Context: an optimization exercise on an open-source flow, tuned for small area, a short achievable clock period and few clock cycles per item. The choices shown serve that exercise and are no tape-out recipe. Function was not checked in any run shown here: the RTL went through the layout flow alone.

===== flow/design.v =====
module mul24(input [23:0] a, input [11:0] one, input [11:0] two, input [11:0] neg, input b23, input en, input [25:0] x0, input [25:0] x1, output [47:0] r0, output [47:0] r1);
wire [299:0] pv;
wire [25:0] ax = {1'b0, a, 1'b0};
wire [23:0] pl = a & {24{b23}};
wire [11:0] nn = ~neg & {12{en}};
wire t1, t2;
wire t3, t4;
wire t5, t6;
wire t7, t8;
wire t9, t10;
wire t11, t12;
wire t13, t14;
wire t15, t16;
wire t17, t18;
wire t19, t20;
wire t21, t22;
wire t23, t24;
wire t25, t26;
wire t27, t28;
wire t29, t30;
wire t31, t32;
wire t33, t34;
wire t35, t36;
wire t37, t38;
wire t39, t40;
wire t41, t42;
wire t43, t44;
wire t45, t46;
wire t47, t48;
wire t49, t50;
wire t51, t52;
wire t53, t54;
wire t55, t56;
wire t57, t58;
wire t59, t60;
wire t61, t62;
wire t63, t64;
wire t65, t66;
wire t67, t68;
wire t69, t70;
wire t71, t72;
wire t73, t74;
wire t75, t76;
wire t77, t78;
wire t79, t80;
wire t81, t82;
wire t83, t84;
wire t85, t86;
wire t87, t88;
wire t89, t90;
wire t91, t92;
wire t93, t94;
wire t95, t96;
wire t97, t98;
wire t99, t100;
wire t101, t102;
wire t103, t104;
wire t105, t106;
wire t107, t108;
wire t109, t110;
wire t111, t112;
wire t113, t114;
wire t115, t116;
wire t117, t118;
wire t119, t120;
wire t121, t122;
wire t123, t124;
wire t125, t126;
wire t127, t128;
wire t129, t130;
wire t131, t132;
wire t133, t134;
wire t135, t136;
wire t137, t138;
wire t139, t140;
wire t141, t142;
wire t143, t144;
wire t145, t146;
wire t147, t148;
wire t149, t150;
wire t151, t152;
wire t153, t154;
wire t155, t156;
wire t157, t158;
wire t159, t160;
wire t161, t162;
wire t163, t164;
wire t165, t166;
wire t167, t168;
wire t169, t170;
wire t171, t172;
wire t173, t174;
wire t175, t176;
wire t177, t178;
wire t179, t180;
wire t181, t182;
wire t183, t184;
wire t185, t186;
wire t187, t188;
wire t189, t190;
wire t191, t192;
wire t193, t194;
wire t195, t196;
wire t197, t198;
wire t199, t200;
wire t201, t202;
wire t203, t204;
wire t205, t206;
wire t207, t208;
wire t209, t210;
wire t211, t212;
wire t213, t214;
wire t215, t216;
wire t217, t218;
wire t219, t220;
wire t221, t222;
wire t223, t224;
wire t225, t226;
wire t227, t228;
wire t229, t230;
wire t231, t232;
wire t233, t234;
wire t235, t236;
wire t237, t238;
wire t239, t240;
wire t241, t242;
wire t243, t244;
wire t245, t246;
wire t247, t248;
wire t249, t250;
wire t251, t252;
wire t253, t254;
wire t255, t256;
wire t257, t258;
wire t259, t260;
wire t261, t262;
wire t263, t264;
wire t265, t266;
wire t267, t268;
wire t269, t270;
wire t271, t272;
wire t273, t274;
wire t275, t276;
wire t277, t278;
wire t279, t280;
wire t281, t282;
wire t283, t284;
wire t285, t286;
wire t287, t288;
wire t289, t290;
wire t291, t292;
wire t293, t294;
wire t295, t296;
wire t297, t298;
wire t299, t300;
wire t301, t302;
wire t303, t304;
wire t305, t306;
wire t307, t308;
wire t309, t310;
wire t311, t312;
wire t313, t314;
wire t315, t316;
wire t317, t318;
wire t319, t320;
wire t321, t322;
wire t323, t324;
wire t325, t326;
wire t327, t328;
wire t329, t330;
wire t331, t332;
wire t333, t334;
wire t335, t336;
wire t337, t338;
wire t339, t340;
wire t341, t342;
wire t343, t344;
wire t345, t346;
wire t347, t348;
wire t349, t350;
wire t351, t352;
wire t353, t354;
wire t355, t356;
wire t357, t358;
wire t359, t360;
wire t361, t362;
wire t363, t364;
wire t365, t366;
wire t367, t368;
wire t369, t370;
wire t371, t372;
wire t373, t374;
wire t375, t376;
wire t377, t378;
wire t379, t380;
wire t381, t382;
wire t383, t384;
wire t385, t386;
wire t387, t388;
wire t389, t390;
wire t391, t392;
wire t393, t394;
wire t395, t396;
wire t397, t398;
wire t399, t400;
wire t401, t402;
wire t403, t404;
wire t405, t406;
wire t407, t408;
wire t409, t410;
wire t411, t412;
wire t413, t414;
wire t415, t416;
wire t417, t418;
wire t419, t420;
wire t421, t422;
wire t423, t424;
wire t425, t426;
wire t427, t428;
wire t429, t430;
wire t431, t432;
wire t433, t434;
wire t435, t436;
wire t437, t438;
wire t439, t440;
wire t441, t442;
wire t443, t444;
wire t445, t446;
wire t447, t448;
wire t449, t450;
wire t451, t452;
wire t453, t454;
wire t455, t456;
wire t457, t458;
wire t459, t460;
wire t461, t462;
wire t463, t464;
wire t465, t466;
wire t467, t468;
wire t469, t470;
wire t471, t472;
wire t473, t474;
wire t475, t476;
wire t477, t478;
wire t479, t480;
wire t481, t482;
wire t483, t484;
wire t485, t486;
wire t487, t488;
wire t489, t490;
wire t491, t492;
wire t493, t494;
wire t495, t496;
wire t497, t498;
wire t499, t500;
wire t501, t502;
wire t503, t504;
wire t505, t506;
wire t507, t508;
wire t509, t510;
wire t511, t512;
wire t513, t514;
wire t515, t516;
wire t517, t518;
wire t519, t520;
wire t521, t522;
wire t523, t524;
wire t525, t526;
wire t527, t528;
wire t529, t530;
wire t531, t532;
wire t533, t534;
wire t535, t536;
wire t537, t538;
wire t539, t540;
wire t541, t542;
wire t543, t544;
wire t545, t546;
wire t547, t548;
wire t549, t550;
wire t551, t552;
wire t553, t554;
wire t555, t556;
wire t557, t558;
wire t559, t560;
wire t561, t562;
wire t563, t564;
wire t565, t566;
wire t567, t568;
wire t569, t570;
wire t571, t572;
wire t573, t574;
wire t575, t576;
wire t577, t578;
wire t579, t580;
wire t581, t582;
wire t583, t584;
wire t585, t586;
wire t587, t588;
wire t589, t590;
wire t591, t592;
genvar gi, gj;
generate for (gi = 0; gi < 12; gi = gi + 1) begin : g_pp
  for (gj = 0; gj < 25; gj = gj + 1) begin : g_j
    bpp u(one[gi], two[gi], neg[gi], ax[gj+1], ax[gj], pv[gi*25+gj]);
  end
end endgenerate
ha2 ut1(pv[16], pv[39], t1, t2);
ha2 ut3(pv[17], pv[40], t3, t4);
fa3 ut5(pv[18], pv[41], pv[64], t5, t6);
ha2 ut7(pv[87], pv[110], t7, t8);
fa3 ut9(pv[19], pv[42], pv[65], t9, t10);
ha2 ut11(pv[88], pv[111], t11, t12);
fa3 ut13(pv[20], pv[43], pv[66], t13, t14);
fa3 ut15(pv[89], pv[112], pv[135], t15, t16);
ha2 ut17(pv[158], pv[181], t17, t18);
fa3 ut19(pv[21], pv[44], pv[67], t19, t20);
fa3 ut21(pv[90], pv[113], pv[136], t21, t22);
ha2 ut23(pv[159], pv[182], t23, t24);
fa3 ut25(pv[22], pv[45], pv[68], t25, t26);
fa3 ut27(pv[91], pv[114], pv[137], t27, t28);
fa3 ut29(pv[160], pv[183], pv[206], t29, t30);
ha2 ut31(pv[229], pv[252], t31, t32);
fa3 ut33(pv[23], pv[46], pv[69], t33, t34);
fa3 ut35(pv[92], pv[115], pv[138], t35, t36);
fa3 ut37(pv[161], pv[184], pv[207], t37, t38);
ha2 ut39(pv[230], pv[253], t39, t40);
fa3 ut41(pv[24], pv[47], pv[70], t41, t42);
fa3 ut43(pv[93], pv[116], pv[139], t43, t44);
fa3 ut45(pv[162], pv[185], pv[208], t45, t46);
fa3 ut47(pv[231], pv[254], pv[277], t47, t48);
fa3 ut49(neg[0], pv[48], pv[71], t49, t50);
fa3 ut51(pv[94], pv[117], pv[140], t51, t52);
fa3 ut53(pv[163], pv[186], pv[209], t53, t54);
fa3 ut55(pv[232], pv[255], pv[278], t55, t56);
fa3 ut57(neg[0], pv[49], pv[72], t57, t58);
fa3 ut59(pv[95], pv[118], pv[141], t59, t60);
fa3 ut61(pv[164], pv[187], pv[210], t61, t62);
fa3 ut63(pv[233], pv[256], pv[279], t63, t64);
fa3 ut65(nn[0], nn[1], pv[73], t65, t66);
fa3 ut67(pv[96], pv[119], pv[142], t67, t68);
fa3 ut69(pv[165], pv[188], pv[211], t69, t70);
fa3 ut71(pv[234], pv[257], pv[280], t71, t72);
fa3 ut73(en, pv[74], pv[97], t73, t74);
fa3 ut75(pv[120], pv[143], pv[166], t75, t76);
fa3 ut77(pv[189], pv[212], pv[235], t77, t78);
ha2 ut79(pv[258], pv[281], t79, t80);
fa3 ut81(nn[2], pv[98], pv[121], t81, t82);
fa3 ut83(pv[144], pv[167], pv[190], t83, t84);
fa3 ut85(pv[213], pv[236], pv[259], t85, t86);
fa3 ut87(en, pv[99], pv[122], t87, t88);
fa3 ut89(pv[145], pv[168], pv[191], t89, t90);
ha2 ut91(pv[214], pv[237], t91, t92);
fa3 ut93(nn[3], pv[123], pv[146], t93, t94);
fa3 ut95(pv[169], pv[192], pv[215], t95, t96);
fa3 ut97(en, pv[124], pv[147], t97, t98);
ha2 ut99(pv[170], pv[193], t99, t100);
fa3 ut101(nn[4], pv[148], pv[171], t101, t102);
ha2 ut103(en, pv[149], t103, t104);
ha2 ut105(pv[10], pv[33], t105, t106);
ha2 ut107(pv[11], pv[34], t107, t108);
fa3 ut109(pv[12], pv[35], pv[58], t109, t110);
ha2 ut111(pv[81], pv[104], t111, t112);
fa3 ut113(pv[13], pv[36], pv[59], t113, t114);
ha2 ut115(pv[82], pv[105], t115, t116);
fa3 ut117(pv[14], pv[37], pv[60], t117, t118);
fa3 ut119(pv[83], pv[106], pv[129], t119, t120);
ha2 ut121(pv[152], pv[175], t121, t122);
fa3 ut123(pv[15], pv[38], pv[61], t123, t124);
fa3 ut125(pv[84], pv[107], pv[130], t125, t126);
ha2 ut127(pv[153], pv[176], t127, t128);
fa3 ut129(t1, pv[62], pv[85], t129, t130);
fa3 ut131(pv[108], pv[131], pv[154], t131, t132);
fa3 ut133(pv[177], pv[200], neg[8], t133, t134);
fa3 ut135(t2, t3, pv[63], t135, t136);
fa3 ut137(pv[86], pv[109], pv[132], t137, t138);
fa3 ut139(pv[155], pv[178], pv[201], t139, t140);
fa3 ut141(t4, t5, t7, t141, t142);
fa3 ut143(pv[133], pv[156], pv[179], t143, t144);
fa3 ut145(pv[202], pv[225], neg[9], t145, t146);
fa3 ut147(t6, t8, t9, t147, t148);
fa3 ut149(t11, pv[134], pv[157], t149, t150);
fa3 ut151(pv[180], pv[203], pv[226], t151, t152);
fa3 ut153(t10, t12, t13, t153, t154);
fa3 ut155(t15, t17, pv[204], t155, t156);
fa3 ut157(pv[227], pv[250], neg[10], t157, t158);
fa3 ut159(t14, t16, t18, t159, t160);
fa3 ut161(t19, t21, t23, t161, t162);
fa3 ut163(pv[205], pv[228], pv[251], t163, t164);
fa3 ut165(t20, t22, t24, t165, t166);
fa3 ut167(t25, t27, t29, t167, t168);
fa3 ut169(t31, pv[275], neg[11], t169, t170);
fa3 ut171(t26, t28, t30, t171, t172);
fa3 ut173(t32, t33, t35, t173, t174);
fa3 ut175(t37, t39, pv[276], t175, t176);
fa3 ut177(t34, t36, t38, t177, t178);
fa3 ut179(t40, t41, t43, t179, t180);
fa3 ut181(t45, t47, pl[0], t181, t182);
fa3 ut183(t42, t44, t46, t183, t184);
fa3 ut185(t48, t49, t51, t185, t186);
fa3 ut187(t53, t55, pl[1], t187, t188);
fa3 ut189(t50, t52, t54, t189, t190);
fa3 ut191(t56, t57, t59, t191, t192);
fa3 ut193(t61, t63, pl[2], t193, t194);
fa3 ut195(t58, t60, t62, t195, t196);
fa3 ut197(t64, t65, t67, t197, t198);
fa3 ut199(t69, t71, pl[3], t199, t200);
fa3 ut201(t66, t68, t70, t201, t202);
fa3 ut203(t72, t73, t75, t203, t204);
fa3 ut205(t77, t79, pl[4], t205, t206);
fa3 ut207(t74, t76, t78, t207, t208);
fa3 ut209(t80, t81, t83, t209, t210);
fa3 ut211(t85, pv[282], pl[5], t211, t212);
fa3 ut213(t82, t84, t86, t213, t214);
fa3 ut215(t87, t89, t91, t215, t216);
fa3 ut217(pv[260], pv[283], pl[6], t217, t218);
fa3 ut219(t88, t90, t92, t219, t220);
fa3 ut221(t93, t95, pv[238], t221, t222);
fa3 ut223(pv[261], pv[284], pl[7], t223, t224);
fa3 ut225(t94, t96, t97, t225, t226);
fa3 ut227(t99, pv[216], pv[239], t227, t228);
fa3 ut229(pv[262], pv[285], pl[8], t229, t230);
fa3 ut231(t98, t100, t101, t231, t232);
fa3 ut233(pv[194], pv[217], pv[240], t233, t234);
fa3 ut235(pv[263], pv[286], pl[9], t235, t236);
fa3 ut237(t102, t103, pv[172], t237, t238);
fa3 ut239(pv[195], pv[218], pv[241], t239, t240);
fa3 ut241(pv[264], pv[287], pl[10], t241, t242);
fa3 ut243(t104, nn[5], pv[173], t243, t244);
fa3 ut245(pv[196], pv[219], pv[242], t245, t246);
fa3 ut247(pv[265], pv[288], pl[11], t247, t248);
fa3 ut249(en, pv[174], pv[197], t249, t250);
fa3 ut251(pv[220], pv[243], pv[266], t251, t252);
ha2 ut253(pv[289], pl[12], t253, t254);
fa3 ut255(nn[6], pv[198], pv[221], t255, t256);
fa3 ut257(pv[244], pv[267], pv[290], t257, t258);
fa3 ut259(en, pv[199], pv[222], t259, t260);
ha2 ut261(pv[245], pv[268], t261, t262);
fa3 ut263(nn[7], pv[223], pv[246], t263, t264);
ha2 ut265(en, pv[224], t265, t266);
ha2 ut267(pv[6], pv[29], t267, t268);
ha2 ut269(pv[7], pv[30], t269, t270);
fa3 ut271(pv[8], pv[31], pv[54], t271, t272);
ha2 ut273(pv[77], pv[100], t273, t274);
fa3 ut275(pv[9], pv[32], pv[55], t275, t276);
ha2 ut277(pv[78], pv[101], t277, t278);
fa3 ut279(t105, pv[56], pv[79], t279, t280);
fa3 ut281(pv[102], pv[125], neg[5], t281, t282);
fa3 ut283(t106, t107, pv[57], t283, t284);
fa3 ut285(pv[80], pv[103], pv[126], t285, t286);
fa3 ut287(t108, t109, t111, t287, t288);
fa3 ut289(pv[127], pv[150], neg[6], t289, t290);
fa3 ut291(t110, t112, t113, t291, t292);
fa3 ut293(t115, pv[128], pv[151], t293, t294);
fa3 ut295(t114, t116, t117, t295, t296);
fa3 ut297(t119, t121, neg[7], t297, t298);
fa3 ut299(t118, t120, t122, t299, t300);
fa3 ut301(t123, t125, t127, t301, t302);
fa3 ut303(t124, t126, t128, t303, t304);
fa3 ut305(t129, t131, t133, t305, t306);
fa3 ut307(t130, t132, t134, t307, t308);
fa3 ut309(t135, t137, t139, t309, t310);
fa3 ut311(t136, t138, t140, t311, t312);
fa3 ut313(t141, t143, t145, t313, t314);
fa3 ut315(t142, t144, t146, t315, t316);
fa3 ut317(t147, t149, t151, t317, t318);
fa3 ut319(t148, t150, t152, t319, t320);
fa3 ut321(t153, t155, t157, t321, t322);
fa3 ut323(t154, t156, t158, t323, t324);
fa3 ut325(t159, t161, t163, t325, t326);
fa3 ut327(t160, t162, t164, t327, t328);
fa3 ut329(t165, t167, t169, t329, t330);
fa3 ut331(t166, t168, t170, t331, t332);
fa3 ut333(t171, t173, t175, t333, t334);
fa3 ut335(t172, t174, t176, t335, t336);
fa3 ut337(t177, t179, t181, t337, t338);
fa3 ut339(t178, t180, t182, t339, t340);
fa3 ut341(t183, t185, t187, t341, t342);
fa3 ut343(t184, t186, t188, t343, t344);
fa3 ut345(t189, t191, t193, t345, t346);
fa3 ut347(t190, t192, t194, t347, t348);
fa3 ut349(t195, t197, t199, t349, t350);
fa3 ut351(t196, t198, t200, t351, t352);
fa3 ut353(t201, t203, t205, t353, t354);
fa3 ut355(t202, t204, t206, t355, t356);
fa3 ut357(t207, t209, t211, t357, t358);
fa3 ut359(t208, t210, t212, t359, t360);
fa3 ut361(t213, t215, t217, t361, t362);
fa3 ut363(t214, t216, t218, t363, t364);
fa3 ut365(t219, t221, t223, t365, t366);
fa3 ut367(t220, t222, t224, t367, t368);
fa3 ut369(t225, t227, t229, t369, t370);
fa3 ut371(t226, t228, t230, t371, t372);
fa3 ut373(t231, t233, t235, t373, t374);
fa3 ut375(t232, t234, t236, t375, t376);
fa3 ut377(t237, t239, t241, t377, t378);
fa3 ut379(t238, t240, t242, t379, t380);
fa3 ut381(t243, t245, t247, t381, t382);
fa3 ut383(t244, t246, t248, t383, t384);
fa3 ut385(t249, t251, t253, t385, t386);
fa3 ut387(t250, t252, t254, t387, t388);
fa3 ut389(t255, t257, pl[13], t389, t390);
fa3 ut391(t256, t258, t259, t391, t392);
fa3 ut393(t261, pv[291], pl[14], t393, t394);
fa3 ut395(t260, t262, t263, t395, t396);
fa3 ut397(pv[269], pv[292], pl[15], t397, t398);
fa3 ut399(t264, t265, pv[247], t399, t400);
fa3 ut401(pv[270], pv[293], pl[16], t401, t402);
fa3 ut403(t266, nn[8], pv[248], t403, t404);
fa3 ut405(pv[271], pv[294], pl[17], t405, t406);
fa3 ut407(en, pv[249], pv[272], t407, t408);
ha2 ut409(pv[295], pl[18], t409, t410);
fa3 ut411(nn[9], pv[273], pv[296], t411, t412);
ha2 ut413(en, pv[274], t413, t414);
ha2 ut415(pv[4], pv[27], t415, t416);
ha2 ut417(pv[5], pv[28], t417, t418);
fa3 ut419(t267, pv[52], pv[75], t419, t420);
fa3 ut421(t268, t269, pv[53], t421, t422);
fa3 ut423(t270, t271, t273, t423, t424);
fa3 ut425(t272, t274, t275, t425, t426);
fa3 ut427(t276, t278, t279, t427, t428);
fa3 ut429(t280, t282, t283, t429, t430);
fa3 ut431(t284, t286, t287, t431, t432);
fa3 ut433(t288, t290, t291, t433, t434);
fa3 ut435(t292, t294, t295, t435, t436);
fa3 ut437(t296, t298, t299, t437, t438);
fa3 ut439(t300, t302, t303, t439, t440);
fa3 ut441(t304, t306, t307, t441, t442);
fa3 ut443(t308, t310, t311, t443, t444);
fa3 ut445(t312, t314, t315, t445, t446);
fa3 ut447(t316, t318, t319, t447, t448);
fa3 ut449(t320, t322, t323, t449, t450);
fa3 ut451(t324, t326, t327, t451, t452);
fa3 ut453(t328, t330, t331, t453, t454);
fa3 ut455(t332, t334, t335, t455, t456);
fa3 ut457(t336, t338, t339, t457, t458);
fa3 ut459(t340, t342, t343, t459, t460);
fa3 ut461(t344, t346, t347, t461, t462);
fa3 ut463(t348, t350, t351, t463, t464);
fa3 ut465(t352, t354, t355, t465, t466);
fa3 ut467(t356, t358, t359, t467, t468);
fa3 ut469(t360, t362, t363, t469, t470);
fa3 ut471(t364, t366, t367, t471, t472);
fa3 ut473(t368, t370, t371, t473, t474);
fa3 ut475(t372, t374, t375, t475, t476);
fa3 ut477(t376, t378, t379, t477, t478);
fa3 ut479(t380, t382, t383, t479, t480);
fa3 ut481(t384, t386, t387, t481, t482);
fa3 ut483(t388, t390, t391, t483, t484);
fa3 ut485(t392, t394, t395, t485, t486);
fa3 ut487(t396, t398, t399, t487, t488);
fa3 ut489(t400, t402, t403, t489, t490);
fa3 ut491(t404, t406, t407, t491, t492);
fa3 ut493(t408, t410, t411, t493, t494);
fa3 ut495(t412, t413, pv[297], t495, t496);
fa3 ut497(t414, nn[10], pv[298], t497, t498);
ha2 ut499(en, pv[299], t499, t500);
ha2 ut501(pv[2], pv[25], t501, t502);
ha2 ut503(pv[3], pv[26], t503, t504);
fa3 ut505(t415, pv[50], neg[2], t505, t506);
fa3 ut507(t416, t417, pv[51], t507, t508);
fa3 ut509(t418, t419, neg[3], t509, t510);
fa3 ut511(t420, t421, pv[76], t511, t512);
fa3 ut513(t422, t423, neg[4], t513, t514);
fa3 ut515(t424, t425, t277, t515, t516);
fa3 ut517(t426, t427, t281, t517, t518);
fa3 ut519(t428, t429, t285, t519, t520);
fa3 ut521(t430, t431, t289, t521, t522);
fa3 ut523(t432, t433, t293, t523, t524);
fa3 ut525(t434, t435, t297, t525, t526);
fa3 ut527(t436, t437, t301, t527, t528);
fa3 ut529(t438, t439, t305, t529, t530);
fa3 ut531(t440, t441, t309, t531, t532);
fa3 ut533(t442, t443, t313, t533, t534);
fa3 ut535(t444, t445, t317, t535, t536);
fa3 ut537(t446, t447, t321, t537, t538);
fa3 ut539(t448, t449, t325, t539, t540);
fa3 ut541(t450, t451, t329, t541, t542);
fa3 ut543(t452, t453, t333, t543, t544);
fa3 ut545(t454, t455, t337, t545, t546);
fa3 ut547(t456, t457, t341, t547, t548);
fa3 ut549(t458, t459, t345, t549, t550);
fa3 ut551(t460, t461, t349, t551, t552);
fa3 ut553(t462, t463, t353, t553, t554);
fa3 ut555(t464, t465, t357, t555, t556);
fa3 ut557(t466, t467, t361, t557, t558);
fa3 ut559(t468, t469, t365, t559, t560);
fa3 ut561(t470, t471, t369, t561, t562);
fa3 ut563(t472, t473, t373, t563, t564);
fa3 ut565(t474, t475, t377, t565, t566);
fa3 ut567(t476, t477, t381, t567, t568);
fa3 ut569(t478, t479, t385, t569, t570);
fa3 ut571(t480, t481, t389, t571, t572);
fa3 ut573(t482, t483, t393, t573, t574);
fa3 ut575(t484, t485, t397, t575, t576);
fa3 ut577(t486, t487, t401, t577, t578);
fa3 ut579(t488, t489, t405, t579, t580);
fa3 ut581(t490, t491, t409, t581, t582);
fa3 ut583(t492, t493, pl[19], t583, t584);
fa3 ut585(t494, t495, pl[20], t585, t586);
fa3 ut587(t496, t497, pl[21], t587, t588);
fa3 ut589(t498, t499, pl[22], t589, t590);
fa3 ut591(t500, nn[11], pl[23], t591, t592);
assign r0 = {t590, t588, t586, t584, t582, t580, t578, t576, t574, t572, t570, t568, t566, t564, t562, t560, t558, t556, t554, t552, t550, t548, t546, t544, t542, t540, t538, t536, t534, t532, t530, t528, t526, t524, t522, t520, t518, t516, t514, t512, t510, t508, t506, t504, t502, t501, pv[1], pv[0]} | {x0, 22'd0};
assign r1 = {t591, t589, t587, t585, t583, t581, t579, t577, t575, t573, t571, t569, t567, t565, t563, t561, t559, t557, t555, t553, t551, t549, t547, t545, t543, t541, t539, t537, t535, t533, t531, t529, t527, t525, t523, t521, t519, t517, t515, t513, t511, t509, t507, t505, t503, neg[1], 1'b0, neg[0]} | {x1, 22'd0};
endmodule
module fa3(input a, input b, input c, output s, output co);
assign s = a ^ b ^ c;
assign co = (a & b) | (a & c) | (b & c);
endmodule
module bpp(input one, input two, input neg, input x, input xl, output p);
assign p = ((one & x) | (two & xl)) ^ neg;
endmodule
module ha2(input a, input b, output s, output co);
assign s = a ^ b;
assign co = a & b;
endmodule
module FPU(
input [31:0] Data1,
input [31:0] Data2,
input Clock,
input Reset,
input In_Data_Valid,
input Op,
output reg [31:0] Data_Out,
output reg Out_Data_Valid
);
reg [31:0] a0, b0;
reg [11:0] one0, two0, neg0;
reg b23_0, ha0;
reg op0;
wire [25:0] be = {1'b0, |Data2[30:23], Data2[22:0], 1'b0};
integer i;
reg [1:0] vp;
always @(posedge Clock) begin
	a0 <= Data1;
	b0 <= Data2;
	op0 <= Op;
	ha0 <= |Data1[30:23];
	b23_0 <= Op & (|Data2[30:23]);
	for (i = 0; i < 12; i = i + 1) begin
		one0[i] <= Op & (be[2*i+1] ^ be[2*i]);
		two0[i] <= Op & ((be[2*i+2] & ~be[2*i+1] & ~be[2*i]) | (~be[2*i+2] & be[2*i+1] & be[2*i]));
		neg0[i] <= Op & be[2*i+2];
	end
end
always @(posedge Clock)
if (Reset) begin
	vp <= 2'd0;
	Out_Data_Valid <= 1'b0;
end else begin
	vp <= {vp[0], In_Data_Valid};
	Out_Data_Valid <= vp[1];
end
wire s1 = a0[31];
wire s2 = b0[31];
wire [7:0] e1 = a0[30:23];
wire [7:0] e2 = b0[30:23];
wire [23:0] MA = {ha0, a0[22:0]};
wire [23:0] MB = {|e2, b0[22:0]};
wire addm = ~op0;
wire swap = b0[30:0] > a0[30:0];
wire ge = e1 >= e2;
wire [7:0] d = ge ? (e1 - e2) : (e2 - e1);
wire [7:0] eL = ge ? e1 : e2;
wire [23:0] ML = swap ? MB : {|e1, a0[22:0]};
wire [23:0] MS = swap ? {|e1, a0[22:0]} : MB;
wire sub = addm & (s1 ^ s2);
wire [23:0] MSs = (op0 || d > 8'd23) ? 24'd0 : (MS >> d[4:0]);
wire [47:0] A0 = {1'b0, ML & {24{addm}}, sub, 22'd0};
wire [47:0] A1 = {sub, MSs ^ {24{sub}}, sub, 22'd0};
wire [47:0] r0, r1;
mul24 mul(.a(MA), .one(one0), .two(two0), .neg(neg0), .b23(b23_0), .en(op0),
	.x0(A0[47:22]), .x1(A1[47:22]), .r0(r0), .r1(r1));
wire [9:0] expm = {2'b00, e1} + {2'b00, e2} - 10'd127;
wire [9:0] base = op0 ? expm : {2'b00, eL};
wire [9:0] thr = base - 10'd254;
wire ff1 = &e1;
wire ff2 = &e2;
wire mz1 = ~|a0[22:0];
wire mz2 = ~|b0[22:0];
wire z1 = ~|a0[30:0];
wire z2 = ~|b0[30:0];
wire nan = (ff1 & ~mz1) | (ff2 & ~mz2);
wire inf1 = ff1 & mz1;
wire inf2 = ff2 & mz2;
wire efa = nan | (inf1 & inf2 & (s1 ^ s2));
wire efm = nan | (z1 & inf2) | (z2 & inf1);
wire [9:0] bp = base + 10'd1;
reg [47:0] row0, row1;
reg [7:0] bp1;
reg [4:0] mpos1;
reg men1, negx1;
reg [5:0] thr1;
reg thrbig1;
reg op1, sg1, ef1, nzand1, andz1, e254_1;
always @(posedge Clock) begin
	row0 <= r0;
	row1 <= r1;
	bp1 <= bp[7:0];
	mpos1 <= bp[4:0];
	men1 <= ~bp[9] & (bp <= 10'd24);
	negx1 <= bp[9];
	thr1 <= {thr[9], thr[4:0]};
	thrbig1 <= ~thr[9] & (|thr[8:5]);
	op1 <= op0;
	sg1 <= op0 ? (s1 ^ s2) : (swap ? s2 : s1);
	ef1 <= op0 ? efm : efa;
	nzand1 <= ~z1 & ~z2;
	andz1 <= ~|(a0[30:0] & b0[30:0]);
	e254_1 <= (eL == 8'd254);
end
wire [47:0] X = row0 + row1;
wire negx = negx1;
wire [24:0] mask = men1 ? (25'h1000000 >> mpos1) : 25'd0;
wire [31:0] lzin32 = {X[47:23] | mask, 7'h7f};
wire [31:0] lz_z0 = ~lzin32;
wire [15:0] lz_z1;
wire [15:0] lz_c1;
assign lz_z1[0] = lz_z0[1] & lz_z0[0];
assign lz_c1[0] = lz_z0[1];
assign lz_z1[1] = lz_z0[3] & lz_z0[2];
assign lz_c1[1] = lz_z0[3];
assign lz_z1[2] = lz_z0[5] & lz_z0[4];
assign lz_c1[2] = lz_z0[5];
assign lz_z1[3] = lz_z0[7] & lz_z0[6];
assign lz_c1[3] = lz_z0[7];
assign lz_z1[4] = lz_z0[9] & lz_z0[8];
assign lz_c1[4] = lz_z0[9];
assign lz_z1[5] = lz_z0[11] & lz_z0[10];
assign lz_c1[5] = lz_z0[11];
assign lz_z1[6] = lz_z0[13] & lz_z0[12];
assign lz_c1[6] = lz_z0[13];
assign lz_z1[7] = lz_z0[15] & lz_z0[14];
assign lz_c1[7] = lz_z0[15];
assign lz_z1[8] = lz_z0[17] & lz_z0[16];
assign lz_c1[8] = lz_z0[17];
assign lz_z1[9] = lz_z0[19] & lz_z0[18];
assign lz_c1[9] = lz_z0[19];
assign lz_z1[10] = lz_z0[21] & lz_z0[20];
assign lz_c1[10] = lz_z0[21];
assign lz_z1[11] = lz_z0[23] & lz_z0[22];
assign lz_c1[11] = lz_z0[23];
assign lz_z1[12] = lz_z0[25] & lz_z0[24];
assign lz_c1[12] = lz_z0[25];
assign lz_z1[13] = lz_z0[27] & lz_z0[26];
assign lz_c1[13] = lz_z0[27];
assign lz_z1[14] = lz_z0[29] & lz_z0[28];
assign lz_c1[14] = lz_z0[29];
assign lz_z1[15] = lz_z0[31] & lz_z0[30];
assign lz_c1[15] = lz_z0[31];
wire [7:0] lz_z2;
wire [15:0] lz_c2;
assign lz_z2[0] = lz_z1[1] & lz_z1[0];
assign lz_c2[1:0] = lz_z1[1] ? {1'b1, lz_c1[0:0]} : {1'b0, lz_c1[1:1]};
assign lz_z2[1] = lz_z1[3] & lz_z1[2];
assign lz_c2[3:2] = lz_z1[3] ? {1'b1, lz_c1[2:2]} : {1'b0, lz_c1[3:3]};
assign lz_z2[2] = lz_z1[5] & lz_z1[4];
assign lz_c2[5:4] = lz_z1[5] ? {1'b1, lz_c1[4:4]} : {1'b0, lz_c1[5:5]};
assign lz_z2[3] = lz_z1[7] & lz_z1[6];
assign lz_c2[7:6] = lz_z1[7] ? {1'b1, lz_c1[6:6]} : {1'b0, lz_c1[7:7]};
assign lz_z2[4] = lz_z1[9] & lz_z1[8];
assign lz_c2[9:8] = lz_z1[9] ? {1'b1, lz_c1[8:8]} : {1'b0, lz_c1[9:9]};
assign lz_z2[5] = lz_z1[11] & lz_z1[10];
assign lz_c2[11:10] = lz_z1[11] ? {1'b1, lz_c1[10:10]} : {1'b0, lz_c1[11:11]};
assign lz_z2[6] = lz_z1[13] & lz_z1[12];
assign lz_c2[13:12] = lz_z1[13] ? {1'b1, lz_c1[12:12]} : {1'b0, lz_c1[13:13]};
assign lz_z2[7] = lz_z1[15] & lz_z1[14];
assign lz_c2[15:14] = lz_z1[15] ? {1'b1, lz_c1[14:14]} : {1'b0, lz_c1[15:15]};
wire [3:0] lz_z3;
wire [11:0] lz_c3;
assign lz_z3[0] = lz_z2[1] & lz_z2[0];
assign lz_c3[2:0] = lz_z2[1] ? {1'b1, lz_c2[1:0]} : {1'b0, lz_c2[3:2]};
assign lz_z3[1] = lz_z2[3] & lz_z2[2];
assign lz_c3[5:3] = lz_z2[3] ? {1'b1, lz_c2[5:4]} : {1'b0, lz_c2[7:6]};
assign lz_z3[2] = lz_z2[5] & lz_z2[4];
assign lz_c3[8:6] = lz_z2[5] ? {1'b1, lz_c2[9:8]} : {1'b0, lz_c2[11:10]};
assign lz_z3[3] = lz_z2[7] & lz_z2[6];
assign lz_c3[11:9] = lz_z2[7] ? {1'b1, lz_c2[13:12]} : {1'b0, lz_c2[15:14]};
wire [1:0] lz_z4;
wire [7:0] lz_c4;
assign lz_z4[0] = lz_z3[1] & lz_z3[0];
assign lz_c4[3:0] = lz_z3[1] ? {1'b1, lz_c3[2:0]} : {1'b0, lz_c3[5:3]};
assign lz_z4[1] = lz_z3[3] & lz_z3[2];
assign lz_c4[7:4] = lz_z3[3] ? {1'b1, lz_c3[8:6]} : {1'b0, lz_c3[11:9]};
wire [0:0] lz_z5;
wire [4:0] lz_c5;
assign lz_z5[0] = lz_z4[1] & lz_z4[0];
assign lz_c5[4:0] = lz_z4[1] ? {1'b1, lz_c4[3:0]} : {1'b0, lz_c4[7:4]};
wire [4:0] cnt = lz_c5;
wire zeroM = ~|X[47:23];
wire [47:0] shl = X << cnt;
wire [7:0] et = bp1 - {3'd0, cnt};
wire thrneg = thr1[5];
wire OFm = thrbig1 | (~thrneg & ({1'b0, cnt} <= thr1));
wire OFa = zeroM ? e254_1 : (~thrneg & ~thrbig1 & ({1'b0, cnt} == thr1));
wire OF = op1 ? OFm : OFa;
wire [22:0] mres = (OF || negx || cnt == 5'd25 || (op1 && andz1)) ? 23'd0 : shl[46:24];
wire [7:0] eres = OF ? 8'hFF :
                  (op1 ? ((nzand1 && !negx) ? et : 8'd0)
                       : (zeroM ? 8'd0 : et));
always @(posedge Clock)
	Data_Out <= ef1 ? 32'hFFFFFFFF : {sg1, eres, mres};
endmodule

===== flow/standard.sh =====
#!/bin/bash
# synth_recipe.tcl (not shown) runs the flow's synth.tcl, then flattens the netlist and writes it again
# the make line also repeats each setting of config.mk as NAME=value (left out here)
make -C /OpenROAD-flow-scripts/flow DESIGN_CONFIG=/design/flow/config.mk WORK_HOME=/design/flow/orfs CLKGATE_MAP_FILE= SYNTH_SCRIPT=/design/flow/synth_recipe.tcl "${@:-finish}"

===== flow/flow/run.sh =====
#!/bin/bash
set -euo pipefail
bash standard.sh SETUP_SLACK_MARGIN=10 finish > standard.log 2>&1

===== flow/config.mk =====
export PLATFORM = sky130hd
export DESIGN_NAME = FPU
export DESIGN_NICKNAME = FPU
export VERILOG_FILES = /design/flow/design.v
export SDC_FILE = /design/flow/constraint.sdc
export NUM_CORES = 8
export LEC_CHECK = 0
export CAP_MARGIN = 20
export CORE_MARGIN = 2
export CORE_UTILIZATION = 55
export PLACE_DENSITY = 0.65
export SLEW_MARGIN = 20
export SYNTH_HIERARCHICAL = 1
export SYNTH_MINIMUM_KEEP_SIZE = 0

===== flow/constraint.sdc =====
create_clock -name core_clock -period 15.0 [get_ports {Clock}]
set_input_delay 3.0000 -clock core_clock [delete_from_list [all_inputs] [get_ports {Clock}]]
set_output_delay 3.0000 -clock core_clock [all_outputs]
set_load 0.01 [all_outputs]

==> flow_metrics.py, run 1 <==
metrics = {
    "floorplan": {
        "dieHeight_um": 241,
        "die-area_um2": 58000,
        "io_pins": 101,
        "core_um2": 55200,
        "initial_core_util": 0.558,
        "dieWidth_um": 241,
        "rows": 86,
    },
    "timing": {
        "setup_viol": 0,
        "min_period_ps": 5710,
        "tns_ps": 0,
        "maxSlewHeadroom": 0.247,
        "maxSlewViolCount": 0,
        "hold_viol": 0,
        "setup_ws_ps": 9290,
        "fmax_mhz": 175,
        "skew_ps": 28.4,
        "finalCritPeriodShare": 0.381,
        "worst_pin_slew_ps": 1120,
        "rsz0062_at_grt": "yes",
    },
    "route": {
        "totalWireLength_mm": 107,
        "num_vias": 26900,
        "route.detailed.drc": 0,
        "drt_iter0_markers": 2558,
        "dr.pass1.iters": 6,
        "ant_nets": 0,
        "detail_route.vias_per_cell": 6.65,
        "wl_per_cell_um": 26.4,
    },
    "logic_synthesis": {
        "synth_edf_count": 0,
        "netlist_top_cells_area": "fa_1 17%, dfxtp_1 17%, a22oi_2 12%",
        "synth_common_cells": "342 x xnor2_1, 300 x a22oi_2, 269 x fa_1",
        "async_reset_ff_frac": 0,
        "yosys.cell_types.count": 112,
        "syn_area_um2": 30800,
        "avgSynthCellArea_um2": 9.91,
        "synth_cells": 3111,
        "synth_flop_cell": "dfxtp_1",
        "synth_seq_area_share": 0.166,
        "yosysWarnings": 7,
        "yosysMostFrequentCell": "xnor2_1",
        "synth_top_area_frac": 0.175,
        "ys_ff_latch": 256,
        "synth_top_cell_by_area": "fa_1",
    },
    "setup_path": {
        "startpoint_type": "flip-flop",
        "setup.worst_path.end_class": "flip-flop",
        "cp_slowest_cell": "or4_4",
        "required_ps": 15500,
        "critPathMaxStageDelay_ps": 570,
        "cp_max_fo": 7,
        "cp.arrival_ps": 6210,
        "worstSetupPathType": "flip-flop to flip-flop",
        "reg2reg_depth": 30,
    },
    "global_route": {
        "grt_max_degree": 64,
        "gr-total-overflow": 0,
        "grt_pass1_wl_mm": 162,
        "antenna_found_initial": 0,
        "grt_usage": 0.364,
        "first_global_vias": 27700,
    },
    "cts": {
        "clkTransAtPathRegs_ps": 70,
        "htreeDepth": 1,
        "root_buffer": "clkbuf_16",
        "cts_sinks": 256,
        "cts_buffers": 29,
        "cts-hold-fix-buffers": 0,
        "cts_tree": "built",
        "cts_buffer_depth": 3,
        "insertion_delay_ps": 620,
    },
    "layout": {
        "drive_gt1_frac": 0.251,
        "area_growth_pct": 14.7,
        "nets": 3783,
        "multiInputGateArea_um2": 25500,
        "antenna_cells": 0,
        "nFillCells": 4575,
        "regArea_um2": 5140,
    },
    "place": {
        "portBuffers": 100,
        "hpwl_mm": 77.4,
        "globalplace.congestion": 0.982,
        "place_worst_setup_slack_ps": 7720,
    },
    "worst_hold_path": {
        "whs_path_depth": 1,
        "hold_class": "flip-flop to flip-flop",
    },
    "run_status": {
        "status": "complete, no violations",
    },
    "job": {
        "drv_cap": 0,
    },
}
worst paths after layout:
check | from | end | slack, ps
hold / removal | sg1 | Data_Out[31] | 410
setup reg to reg | row0[15] | Data_Out[13] | 9290
setup / recovery | row0[15] | Data_Out[13] | 9290
hold reg to reg | sg1 | Data_Out[31] | 410
layer usage:
metal,vias up,GRT usage,wire length (µm),part of all wire
met3,412,0.0614,8650,0.081
li1,11600,-,-,-
met2,1445,0.591,50500,0.47
met1,13400,0.464,41500,0.39
met4,0,0.199,6200,0.058
met5,-,0,0,0
cells in the final DEF (no fill, tap or decap), types with 52 or more instances in the layout:
cell type        instances
nand2_1                153
inv_1                   97
dfxtp_1                240
nor2_1                 136
xnor2_1                336
and2_1                  54
mux2i_1                153
fa_1                   268
xor2_1                  52
a22oi_2                300
ha_1                   152
clkdlybuf4s50_1         99
or2_2                   65
a21oi_1                119
o21ai_0                 81
buf_4                  124
per-stage QoR:
stage	cells	hold WS (ps)	area [µm²]	utilization
floorplan	3135	389	31100	-
global placement	3917	392	32800	0.594
detailed placement	3917	401	32800	0.594
CTS	4025	416	34800	0.631
global route	4045	436	35300	0.640
finish	4045	412	35300	0.640
kinds of logic (layout without fill, tap and decap cells):
family | after synthesis | after routing | share of synthesized area
AND/OR/NAND/NOR | 718 | 718 | 0.122
multiplexers | 197 | 197 | 0.0713
buffers and inverters | 247 | 409 | 0.0387
flip-flops | 256 | 256 | 0.166
XOR/XNOR | 396 | 396 | 0.113
AO/OA/AOI/OAI | 855 | 855 | 0.244
adder cells (fa/ha/maj) | 440 | 440 | 0.244
other | 2 | 26 | 0.000244
flip-flops by register name, summed over array words and instances, names as in the netlist, 2 cells and up:
register  cells
neg0         12
Data_Out     32
bp1           4
row1         48
b0           32
mpos1         4
vp            2
a0           32
one0         12
thr1          6
row0         48
two0         12
Yosys stat by module (local to each module, per instance):
module,copies in the design,flip-flops and latches,cells inside
fa3,264,0,1
bpp,300,0,2
FPU,1,256,2079
ha2,32,0,1
mul24,1,0,136
critical path, delay by kind of cell, from the launching register on:
| family | cells | cell delay [ps] |
|---|---|---|
| AND/OR/NAND/NOR | 13 | 2220 |
| adder cells (fa/ha/maj) | 2 | 490 |
| buffers and inverters | 3 | 360 |
| AO/OA/AOI/OAI | 12 | 2210 |
| flip-flops | 1 | 300 |
area by class of cell:
type                            count  area share
Multi-Input combinational cell   2632       0.723
Inverter                          104      0.0116
Timing Repair Buffer              250      0.0651
Tap cell                          748      0.0265
Timing Repair inverter              2    0.000389
Sequential cell                   256       0.146
Clock inverter                     19     0.00605
Clock buffer                       34      0.0219
what timing repair did:
item / in CTS / in global routing
setup endpoints to repair: 55 / 56
cloned: 2 / 1
pin swaps: 43 / 32
resized for setup: 140 / 108
setup buffers: 53 / 19
==> inputs of run 2 (changes only) <==
--- a/flow/design.v
+++ b/flow/design.v
@@ -632,5 +632,5 @@
 wire [25:0] be = {1'b0, |Data2[30:23], Data2[22:0], 1'b0};
 integer i;
-reg [1:0] vp;
+reg [2:0] vp;
 always @(posedge Clock) begin
 	a0 <= Data1;
@@ -647,9 +647,9 @@
 always @(posedge Clock)
 if (Reset) begin
-	vp <= 2'd0;
+	vp <= 3'd0;
 	Out_Data_Valid <= 1'b0;
 end else begin
-	vp <= {vp[0], In_Data_Valid};
-	Out_Data_Valid <= vp[1];
+	vp <= {vp[1:0], In_Data_Valid};
+	Out_Data_Valid <= vp[2];
 end
 wire s1 = a0[31];
@@ -692,6 +692,6 @@
 reg [4:0] mpos1;
 reg men1, negx1;
-reg [5:0] thr1;
-reg thrbig1;
+reg [4:0] thr1;
+reg thrv1, thrge1;
 reg op1, sg1, ef1, nzand1, andz1, e254_1;
 always @(posedge Clock) begin
@@ -702,6 +702,7 @@
 	men1 <= ~bp[9] & (bp <= 10'd24);
 	negx1 <= bp[9];
-	thr1 <= {thr[9], thr[4:0]};
-	thrbig1 <= ~thr[9] & (|thr[8:5]);
+	thr1 <= thr[4:0];
+	thrv1 <= ~thr[9] & (thr <= 10'd24);
+	thrge1 <= ~thr[9] & (thr >= 10'd25);
 	op1 <= op0;
 	sg1 <= op0 ? (s1 ^ s2) : (swap ? s2 : s1);
@@ -712,7 +713,30 @@
 end
 wire [47:0] X = row0 + row1;
-wire negx = negx1;
-wire [24:0] mask = men1 ? (25'h1000000 >> mpos1) : 25'd0;
-wire [31:0] lzin32 = {X[47:23] | mask, 7'h7f};
+reg [47:0] X2;
+reg [7:0] bp2;
+reg [4:0] mpos2;
+reg men2, negx2;
+reg [4:0] thr2;
+reg thrv2, thrge2;
+reg op2, sg2, ef2, nzand2, andz2, e254_2;
+always @(posedge Clock) begin
+	X2 <= X;
+	bp2 <= bp1;
+	mpos2 <= mpos1;
+	men2 <= men1;
+	negx2 <= negx1;
+	thr2 <= thr1;
+	thrv2 <= thrv1;
+	thrge2 <= thrge1;
+	op2 <= op1;
+	sg2 <= sg1;
+	ef2 <= ef1;
+	nzand2 <= nzand1;
+	andz2 <= andz1;
+	e254_2 <= e254_1;
+end
+wire negx = negx2;
+wire [24:0] mask = men2 ? (25'h1000000 >> mpos2) : 25'd0;
+wire [31:0] lzin32 = {X2[47:23] | mask, 7'h7f};
 wire [31:0] lz_z0 = ~lzin32;
 wire [15:0] lz_z1;
@@ -789,16 +813,22 @@
 assign lz_c5[4:0] = lz_z4[1] ? {1'b1, lz_c4[3:0]} : {1'b0, lz_c4[7:4]};
 wire [4:0] cnt = lz_c5;
-wire zeroM = ~|X[47:23];
-wire [47:0] shl = X << cnt;
-wire [7:0] et = bp1 - {3'd0, cnt};
-wire thrneg = thr1[5];
-wire OFm = thrbig1 | (~thrneg & ({1'b0, cnt} <= thr1));
-wire OFa = zeroM ? e254_1 : (~thrneg & ~thrbig1 & ({1'b0, cnt} == thr1));
-wire OF = op1 ? OFm : OFa;
-wire [22:0] mres = (OF || negx || cnt == 5'd25 || (op1 && andz1)) ? 23'd0 : shl[46:24];
+wire zeroM = ~|X2[47:23];
+wire [46:0] q0 = X2[46:0];
+wire [46:0] q1 = cnt[4] ? {q0[30:0], 16'd0} : q0;
+wire [46:0] q2 = cnt[3] ? {q1[38:0], 8'd0} : q1;
+wire [46:0] q3 = cnt[2] ? {q2[42:0], 4'd0} : q2;
+wire [46:0] q4 = cnt[1] ? {q3[44:0], 2'd0} : q3;
+wire [46:0] shl = cnt[0] ? {q4[45:0], 1'd0} : q4;
+wire [7:0] et = bp2 - {3'd0, cnt};
+wire [24:0] therm = ~(25'h0ffffff >> thr2);
+wire OFm = thrge2 | (thrv2 & (|(X2[47:23] & therm)));
+wire OFa = zeroM ? e254_2 : (thrv2 & (((thr2 == 5'd0) & X2[47]) | ((thr2 == 5'd1) & ~X2[47] & X2[46])));
+wire OF = op2 ? OFm : OFa;
+wire zero25 = ~|lzin32[31:7];
+wire [22:0] mres = (OF || negx || zero25 || (op2 && andz2)) ? 23'd0 : shl[46:24];
 wire [7:0] eres = OF ? 8'hFF :
-                  (op1 ? ((nzand1 && !negx) ? et : 8'd0)
+                  (op2 ? ((nzand2 && !negx) ? et : 8'd0)
                        : (zeroM ? 8'd0 : et));
 always @(posedge Clock)
-	Data_Out <= ef1 ? 32'hFFFFFFFF : {sg1, eres, mres};
+	Data_Out <= ef2 ? 32'hFFFFFFFF : {sg2, eres, mres};
 endmodule
==> flow/flow/run.sh (replaced) <==
#!/bin/bash
set -euo pipefail
bash standard.sh SETUP_SLACK_MARGIN=11.2 finish > standard.log 2>&1
==> run 2 against run 1 <==
  * Sequential cell count increased by 72
  * Design area increased by 7.4%
  * Setup slack improved by 1600 ps
  * Via count decreased by 1.6%
  * Wire length increased by 9.3%
==> flow_metrics.py, run 2 <==
metrics = {
    "run_status": {
        "status": "complete, no violations",
    },
    "timing": {
        "finalCritPeriodShare": 0.273,
        "skew_ps": 30.7,
        "tns_ps": 0,
        "maxSlewViolCount": 0,
        "setup_ws_ps": 10900,
        "worst_pin_slew_ps": 1120,
        "timing.hold.ws_ps": 323,
        "maxSlewHeadroom": 0.244,
        "hold_viol": 0,
        "setup_viol": 0,
        "fmax_mhz": 244,
        "rsz0062_at_grt": "yes",
        "min_period_ps": 4100,
    },
    "logic_synthesis": {
        "synth_top_area_frac": 0.217,
        "synth_common_cells": "372 x xnor2_1, 328 x dfxtp_1, 300 x a22oi_2",
        "synthMuxAreaShare": 0.0470,
        "synth_top_family_by_area": "adder cells",
        "synth_xor_area_frac": 0.118,
        "avgSynthCellArea_um2": 10.4,
        "synth_flop_cell": "dfxtp_1",
        "synth_edf_count": 0,
        "yosysMostFrequentCell": "xnor2_1",
        "synth_seq_area_share": 0.217,
        "synth_top_cell_by_area": "dfxtp_1",
        "netlist_top_cells_area": "dfxtp_1 22%, fa_1 18%, a22oi_2 12%",
        "yosysWarnings": 7,
        "synthSimpleGateAreaFrac": 0.106,
        "syn_area_um2": 30300,
        "synth_cells": 2908,
        "synth_fa_ha_area_frac": 0.249,
        "async_reset_ff_frac": 0,
        "yosys.cell_types.count": 91,
        "synth_compound_area_frac": 0.229,
        "ys_ff_latch": 328,
    },
    "layout": {
        "most-common-layout-cells": "351 x xnor2_1, 306 x a22oi_2, 236 x dfxtp_1, 215 x nand2_1, 203 x fa_1",
        "drive_gt1_frac": 0.353,
        "area_growth_pct": 25.2,
        "nets": 3746,
        "nFillCells": 4031,
        "largestRegisters": "X2 (48), row0 (48), row1 (48)",
        "final_common_cell": "xnor2_1",
        "final-instance-count-excl-fill": 3975,
    },
    "global_route": {
        "gr-total-overflow": 0,
        "grt_usage": 0.403,
        "grt_max_degree": 41,
        "grt_pass1_wl_mm": 170,
        "antenna_found_initial": 7,
        "first_global_vias": 26800,
    },
    "setup_path": {
        "required_ps": 15480,
        "critPathMaxStageDelay_ps": 570,
        "crit_buf_inv": 4,
        "startpoint_type": "flip-flop",
        "cp_max_fo": 4,
        "cpMostUsedCell": "buf_4",
        "worstSetupPathType": "flip-flop to flip-flop",
        "setup.worst_path.end_class": "flip-flop",
        "crit_chain": "inv_1 -> ha_1 -> nand4_1 -> or4_4 -> o211ai_4 -> o22ai_4 -> buf_12 -> nor2_4 -> buf_4 -> mux4_2 -> mux2i_2 -> mux2i_1 -> buf_4 -> a22oi_2 -> nor2_1 -> xnor2_1 -> or2_4",
        "cp_slowest_cell": "or4_4",
        "cp_top_family": "simple AND/OR/NAND/NOR gates",
        "cp.arrival_ps": 4580,
    },
    "route": {
        "route.detailed.drc": 0,
        "drt_iter0_markers": 3008,
        "detail_route.vias_per_cell": 6.66,
        "totalWireLength_mm": 117,
        "wl_per_cell_um": 29.4,
        "dr.pass1.iters": 6,
        "num_vias": 26500,
        "ant_nets": 0,
    },
    "job": {
        "drv_cap": 0,
    },
    "cts": {
        "root_buffer": "clkbuf_16",
        "clkTransAtPathRegs_ps": 60,
        "htreeDepth": 2,
        "cts_buffers": 39,
        "cts-hold-fix-buffers": 0,
        "cts_sinks": 328,
        "insertion_delay_ps": 610,
        "cts_tree": "built",
        "cts_buffer_depth": 3,
    },
    "floorplan": {
        "die-area_um2": 57000,
        "dieWidth_um": 239,
        "rows": 86,
        "io_pins": 101,
        "dieHeight_um": 239,
        "core_um2": 54800,
        "initial_core_util": 0.553,
    },
    "place": {
        "globalplace.congestion": 0.944,
        "place_inst": 3636,
        "hpwl_mm": 68.7,
        "portBuffers": 100,
        "place_worst_setup_slack_ps": 10000,
    },
    "worst_hold_path": {
        "hold_class": "flip-flop to flip-flop",
    },
}
[run 2: timing repair]
action                                  4_1_cts  5_1_grt
buffers inserted                            175       79
gates resized for setup                     417      191
cloned                                        9        2
pin swaps                                   102      145
endpoints found under the setup margin      128      103
[run 2: path summary, 6_finish.rpt]
kind / start / endpoint / slack [ps] / depth (start not counted)
hold reg to reg: mpos1[0] / mpos2[0] / 320 / 0
hold / removal: mpos1[0] / mpos2[0] / 320 / 0
setup / recovery: a0[12] / row1[38] / 10900 / 17
setup reg to reg: a0[12] / row1[38] / 10900 / 17
[run 2: metrics by stage]
step	utilization	area, µm²
after floorplan	-	30500
after global placement	0.582	31900
after detailed placement	0.582	31900
after CTS	0.667	36600
after global routing	0.693	37900
final	0.693	38000
[run 2: area by class of cell]
class	count	area, µm²	area share
clock buffer	47	1030	0.0270
tap	704	881	0.0232
inverter	79	318	0.00837
timing repair buffer	384	4300	0.113
multi-input combinational	2406	24300	0.639
antenna	3	7.51	0.000198
clock inverter	24	307	0.00808
sequential	328	6850	0.181
[run 2: worst register-to-register path: cells and delay by family (launching register included)]
kind,cells,cell delay [ps]
DFF,1,460
adders and majority gates,1,320
and+or+nand+nor,5,1200
xor gates and xnor gates,1,120
buffers and inverters,4,540
AOI/OAI and AO/OA,3,450
muxes,3,910
[run 2: cell families (layout without fill, tap and decap cells)]
family / count (synthesis) / after routing
AO/OA/AOI/OAI: 781 / 783
AND/OR/NAND/NOR: 635 / 638
adder cells (fa/ha/maj): 442 / 442
XOR/XNOR: 407 / 407
flip-flops: 328 / 328
buffers and inverters: 203 / 534
multiplexers: 110 / 110
other: 2 / 29
[run 2: per-module statistics from Yosys, one instance, submodules excluded]
module	area [µm²]	cells inside	times used
bpp	21.3	2	300
fa3	20.0	1	264
ha2	12.5	1	32
mul24	936	136	1
FPU	17300	1876	1
[run 2: routing by layer]
metal,global-route usage,vias to the layer above,wire length (µm)
met5,0.00346,-,26
met4,0.280,4,10200
met3,0.122,592,13200
met2,0.610,1788,50000
met1,0.492,13000,43400
li1,-,11100,-
==> inputs of run 3 (changes only) <==
==> flow/flow/run.sh (replaced) <==
#!/bin/bash
set -euo pipefail
bash standard.sh SETUP_SLACK_MARGIN=10.9 'BUFFER_PORTS_ARGS=-buffer_cell sky130_fd_sc_hd__buf_1' finish > standard.log 2>&1
--- a/flow/config.mk
+++ b/flow/config.mk
@@ -13,2 +13,3 @@
 export SYNTH_HIERARCHICAL = 1
 export SYNTH_MINIMUM_KEEP_SIZE = 0
+export TNS_END_PERCENT = 5
==> run 3 against run 2 <==
  * Synthesized cell count stayed put
  * Wire length is 11% lower
  * Fmax is 0.96% lower
  * Core utilization is 5.0 points lower
  * Clock-buffer cell count is 3 lower
  * Via count is 4.9% lower
  * Global-route usage is 4.9 points lower
  * Design area is 7.2% lower
  * Critical path type unchanged
==> flow_metrics.py, run 3 <==
metrics = {
    "layout": {
        "final_common_cell": "xnor2_1",
        "largestRegisters": "X2 (48), row0 (48), row1 (48)",
        "area_growth_pct": 16.3,
        "most-common-layout-cells": "368 x xnor2_1, 302 x a22oi_2, 275 x dfxtp_1, 267 x fa_1, 220 x nand2_1",
        "drive_gt1_frac": 0.259,
        "nets": 3642,
        "antenna_cells": 0,
        "final_util": 0.643,
        "final-instance-count-excl-fill": 3868,
    },
    "floorplan": {
        "dieHeight_um": 239,
        "initial_core_util": 0.553,
        "core_um2": 54800,
        "rows": 86,
        "die-area_um2": 57000,
        "dieWidth_um": 239,
        "io_pins": 101,
    },
    "route": {
        "dr.pass1.iters": 6,
        "detail_route.vias_per_cell": 6.51,
        "ant_nets": 0,
        "totalWireLength_mm": 104,
        "wl_per_cell_um": 26.9,
        "drt_iter0_markers": 2523,
        "route.detailed.drc": 0,
        "num_vias": 25200,
    },
    "logic_synthesis": {
        "yosys.cell_types.count": 91,
        "yosysWarnings": 7,
        "yosysMostFrequentCell": "xnor2_1",
        "synth_cells": 2908,
        "async_reset_ff_frac": 0,
        "synth_xor_area_frac": 0.118,
        "synth_common_cells": "372 x xnor2_1, 328 x dfxtp_1, 300 x a22oi_2",
        "netlist_top_cells_area": "dfxtp_1 22%, fa_1 18%, a22oi_2 12%",
        "synth_seq_area_share": 0.217,
        "synth_top_area_frac": 0.217,
        "avgSynthCellArea_um2": 10.4,
        "ys_ff_latch": 328,
        "synthSimpleGateAreaFrac": 0.106,
        "synthMuxAreaShare": 0.0470,
        "syn_area_um2": 30300,
        "synth_flop_cell": "dfxtp_1",
        "synth_edf_count": 0,
        "synth_top_family_by_area": "adder cells",
        "synth_compound_area_frac": 0.229,
        "synth_fa_ha_area_frac": 0.249,
        "synth_top_cell_by_area": "dfxtp_1",
    },
    "setup_path": {
        "setup.worst_path.end_class": "flip-flop",
        "cp_max_fo": 10,
        "worstSetupPathType": "flip-flop to flip-flop",
        "crit_chain": "buf_12 -> inv_2 -> ha_4 -> nand4_1 -> or4_4 -> o211ai_4 -> o22ai_4 -> buf_4 -> nor2_4 -> mux2i_1 -> or2_0 -> o21ai_1 -> o21a_1 -> a22oi_1 -> xnor2_1 -> or2_2",
        "required_ps": 15470,
        "startpoint_type": "flip-flop",
        "cp.arrival_ps": 4610,
        "cp_slowest_cell": "or4_4",
        "critPathMaxStageDelay_ps": 630,
    },
    "cts": {
        "cts_buffers": 39,
        "root_buffer": "clkbuf_16",
        "cts_buffer_depth": 3,
        "htreeDepth": 2,
        "cts_sinks": 328,
        "clkTransAtPathRegs_ps": 60,
        "cts_tree": "built",
        "insertion_delay_ps": 590,
        "cts-hold-fix-buffers": 0,
    },
    "place": {
        "place_worst_setup_slack_ps": 10020,
        "hpwl_mm": 66.3,
        "place_inst": 3672,
        "globalplace.congestion": 0.967,
        "portBuffers": 100,
    },
    "timing": {
        "fmax_mhz": 242,
        "setup_viol": 0,
        "maxSlewHeadroom": 0.314,
        "setup_ws_ps": 10860,
        "rsz0062_at_grt": "yes",
        "skew_ps": 29.1,
        "finalCritPeriodShare": 0.276,
        "maxSlewViolCount": 0,
        "hold_viol": 0,
        "worst_pin_slew_ps": 1020,
        "tns_ps": 0,
        "timing.hold.ws_ps": 328,
        "min_period_ps": 4140,
    },
    "global_route": {
        "grt_max_degree": 53,
        "antenna_found_initial": 2,
        "grt_usage": 0.354,
        "first_global_vias": 25300,
        "gr-total-overflow": 0,
        "grt_pass1_wl_mm": 153,
    },
    "run_status": {
        "status": "complete, no violations",
    },
    "job": {
        "drv_cap": 0,
    },
    "worst_hold_path": {
        "hold_class": "flip-flop to flip-flop",
    },
}
==> run 3: cell counts after synthesis <==
No cell type changed its count.
==> run 3: worst max-delay path: cells and delay by family (launching register included) <==
| kind | cells | cell delay, ps |
|---|---|---|
| AO/OA/AOI/OAI | 5 | 1050 |
| buffers and inverters | 3 | 360 |
| flip-flops | 1 | 360 |
| adder cells (fa/ha/maj) | 1 | 260 |
| XOR/XNOR | 1 | 140 |
| AND/OR/NAND/NOR | 5 | 1680 |
| multiplexers | 1 | 170 |
==> run 3: per-module statistics from Yosys (local to each module, per instance) <==
module | cell area, µm² | flip-flops and latches | cells | copies in the design
FPU | 17300 | 328 | 1876 | 1
bpp | 21.3 | 0 | 2 | 300
fa3 | 20.0 | 0 | 1 | 264
ha2 | 12.5 | 0 | 1 | 32
mul24 | 936 | 0 | 136 | 1
==> run 3: cells by family (layout without fill, tap and decap cells) <==
logic type / after synthesis / count (layout)
compound gates: 781 / 783
simple gates: 635 / 639
fa+ha+maj: 442 / 442
xor+xnor: 407 / 407
flops: 328 / 328
buf+inv: 203 / 429
mux: 110 / 110
other cells: 2 / 26
==> run 3: layer usage <==
metal / vias to the layer above / GRT usage / share of wire / wire, µm
met2: 1509 / 0.559 / 0.46 / 47300
met3: 346 / 0.0791 / 0.099 / 10300
met5: - / 0 / 0.00012 / 12
li1: 10900 / - / - / -
met4: 2 / 0.186 / 0.053 / 5500
met1: 12400 / 0.454 / 0.39 / 40700
==> run 3: final cells by class <==
class	instances	area, µm²
clock buffers	44	1000
well taps	704	881
flip-flops and latches	328	6710
fillers	4423	19500
clock inverters	27	380
multi-input cells	2407	23400
inverters	79	302
repair buffers	279	2530
==> run 3: worst paths after layout <==
| kind | from | to | slack, ps | cells after the start |
|---|---|---|---|---|
| setup / recovery | a0[13] | row1[32] | 10860 | 16 |
| hold / removal | ef1 | ef2 | 330 | 0 |
| setup reg to reg | a0[13] | row1[32] | 10860 | 16 |
| hold reg to reg | ef1 | ef2 | 330 | 0 |
==> run 3: through the flow <==
stage	cell area (µm²)
6_report	35200
5_1_grt	35200
4_1_cts	34100
3_5_place_dp	31500
3_3_place_gp	31500
2_1_floorplan	30500
==> run 3: what timing repair did <==
| action | CTS | global route |
|---|---|---|
| pin swaps | 13 | 27 |
| endpoints found under the setup margin | 74 | 64 |
| gates resized for setup | 109 | 112 |
| buffers inserted | 40 | 60 |
| gates cloned | 16 | 9 |
==> inputs of run 4 (changes only) <==
--- a/flow/config.mk
+++ b/flow/config.mk
@@ -9,4 +9,6 @@
 export CORE_MARGIN = 2
 export CORE_UTILIZATION = 55
+export CTS_BUF_LIST = sky130_fd_sc_hd__clkbuf_8
+export CTS_CLUSTER_SIZE = 24
 export PLACE_DENSITY = 0.65
 export SLEW_MARGIN = 20
==> run 4 against run 3 <==
  * Clock-buffer cell count is 30 higher
  * Register-to-register slack gained 50 ps
  * Area after synthesis unchanged
  * Worst hold slack got worse by 4.3 ps
  * Clock skew up 23 ps
  * Non-clock buffer count is 2 lower
  * Wire length shrank 0.40%
  * Critical path type is now flip-flop to primary output
  * Critical endpoint is now Data_Out[31]
==> flow_metrics.py, run 4 <==
metrics = {
    "timing": {
        "skew_ps": 52.3,
        "setup_viol": 0,
        "rsz0062_at_grt": "yes",
        "tns_ps": 0,
        "min_period_ps": 4110,
        "hold_viol": 0,
        "setup_ws_ps": 10890,
        "worst_pin_slew_ps": 1050,
    },
    "route": {
        "totalWireLength_mm": 103,
        "drt_iter0_markers": 2462,
        "dr.pass1.iters": 8,
        "wl_per_cell_um": 26.5,
        "detail_route.vias_per_cell": 6.45,
    },
    "logic_synthesis": {
        "synth_edf_count": 0,
        "synth_flop_cell": "dfxtp_1",
        "synth_cells": 2908,
        "yosysWarnings": 7,
        "synth_seq_area_share": 0.217,
    },
    "cts": {
        "cts_tree": "built",
        "cts_buffer_depth": 3,
        "root_buffer": "clkbuf_8",
        "cts-hold-fix-buffers": 0,
        "cts_sinks": 328,
    },
    "setup_path": {
        "cp_max_fo": 1,
        "cp.depth": 1,
        "startpoint_type": "flip-flop",
        "cp_top_family": "flip-flops",
        "cp_slowest_cell": "dfxtp_2",
        "cp.arrival_ps": 1110,
        "worstSetupPathType": "flip-flop to primary output",
        "reg2reg_depth": 10,
    },
    "floorplan": {
        "rows": 86,
        "dieWidth_um": 239,
        "io_pins": 101,
        "core_um2": 54800,
        "die-area_um2": 57000,
        "dieHeight_um": 239,
    },
    "run_status": {
        "status": "complete, no violations",
    },
    "global_route": {
        "first_global_vias": 25500,
        "grt_max_degree": 53,
        "gr-total-overflow": 0,
    },
    "layout": {
        "area_growth_pct": 16.2,
        "final_common_cell": "xnor2_1",
        "nets": 3655,
    },
    "place": {
        "portBuffers": 100,
        "globalplace.congestion": 0.967,
    },
    "job": {
        "drv_cap": 0,
    },
    "worst_hold_path": {
        "whs_path_depth": 0,
    },
}
[run 4: cell counts after synthesis]
No cell type changed its count.
[run 4: cells by family after synthesis]
logic type,synth area share
buf+inv,0.0341
other cells,0.000248
xor+xnor,0.118
compound gates,0.229
mux,0.0470
simple gates,0.106
fa+ha+maj,0.249
flops,0.217
[run 4: cell type report]
| class | count | area, µm² |
|---|---|---|
| timing repair buffer | 277 | 2600 |
| sequential | 328 | 6710 |
| multi-input combinational | 2406 | 23400 |
| inverter | 79 | 305 |
| clock buffer | 74 | 1020 |
| tap | 704 | 881 |
| clock inverter | 30 | 273 |
| fill | 4422 | 19600 |
| antenna | 5 | 12.5 |
[run 4: timing repair]
item,4_1_cts,5_1_grt
pin swaps,18,31
gates cloned,18,6
endpoints found under the hold margin,0,0
resized for setup,135,127
setup buffers,49,49
setup endpoints to repair,107,90
[run 4: path summary, 6_finish.rpt]
check	from	slack (ps)	to
min	ef1	320	ef2
min reg2reg	ef1	320	ef2
max	Data_Out[31]	10890	Data_Out[31]
max reg2reg	a0[21]	10910	row1[30]
[run 4: stage by stage]
| stage | cell area [µm²] | hold WS [ps] | std cells | utilization |
|---|---|---|---|---|
| 4_1_cts | 34200 | 326 | 3843 | 0.625 |
| 2_1_floorplan | 30500 | 310 | 2932 | - |
| 3_3_place_gp | 31500 | 311 | 3672 | 0.574 |
| 6_report | 35200 | 323 | 3903 | 0.643 |
| 5_1_grt | 35200 | 330 | 3899 | 0.643 |
| 3_5_place_dp | 31500 | 316 | 3672 | 0.574 |
[run 4: Yosys stat by module (local to each module, per instance)]
module	cells	flip-flops and latches
ha2	1	0
fa3	1	0
bpp	2	0
FPU	1876	328
mul24	136	0
[run 4: routing by layer]
| layer | global-route usage | vias to the layer above | routed length, µm |
|---|---|---|---|
| met5 | 0 | - | 12 |
| met4 | 0.199 | 2 | 6000 |
| met3 | 0.0790 | 372 | 9560 |
| met2 | 0.560 | 1430 | 46700 |
| met1 | 0.458 | 12500 | 41100 |
| li1 | - | 10900 | - |

==> separate check: timing with driven ports <==
Ports are ideal in the flow. The routed layouts listed here were re-timed in OpenROAD.
Step 1, drivers: a clkbuf_16 drives Clock and a buf_2 each remaining input, both assumed.
Step 2 also shifts input and output timing later by t, the mid clock arrival at the registers, as if the neighbouring blocks saw the same clock.
Three values: ideal ports, drivers, drivers and shift; two values: the first two.
| run | shift t [ns] | setup slack, ns | worst hold slack (ns) | worst setup path after step 2 |
|---|---|---|---|---|
| run 1 | 0.671 | 9.288 / 9.288 / 9.288 | 0.412 / 0.412 / 0.412 | register to register |
| run 2 | 0.653 | 10.899 / 10.899 / 10.657 | 0.323 / 0.323 / 0.323 | input to register |
| run 3 | 0.641 | 10.859 / 10.859 / 10.498 | 0.328 / 0.328 / 0.328 | input to register |
| run 4 | 0.742 | 10.893 / 10.836 / 10.479 | 0.323 / 0.323 / 0.323 | input to register |
After both steps every run listed still meets setup and hold. The setup slack of run 4, which loses most, moves by -0.057 ns with the drivers and by -0.414 ns with both steps.
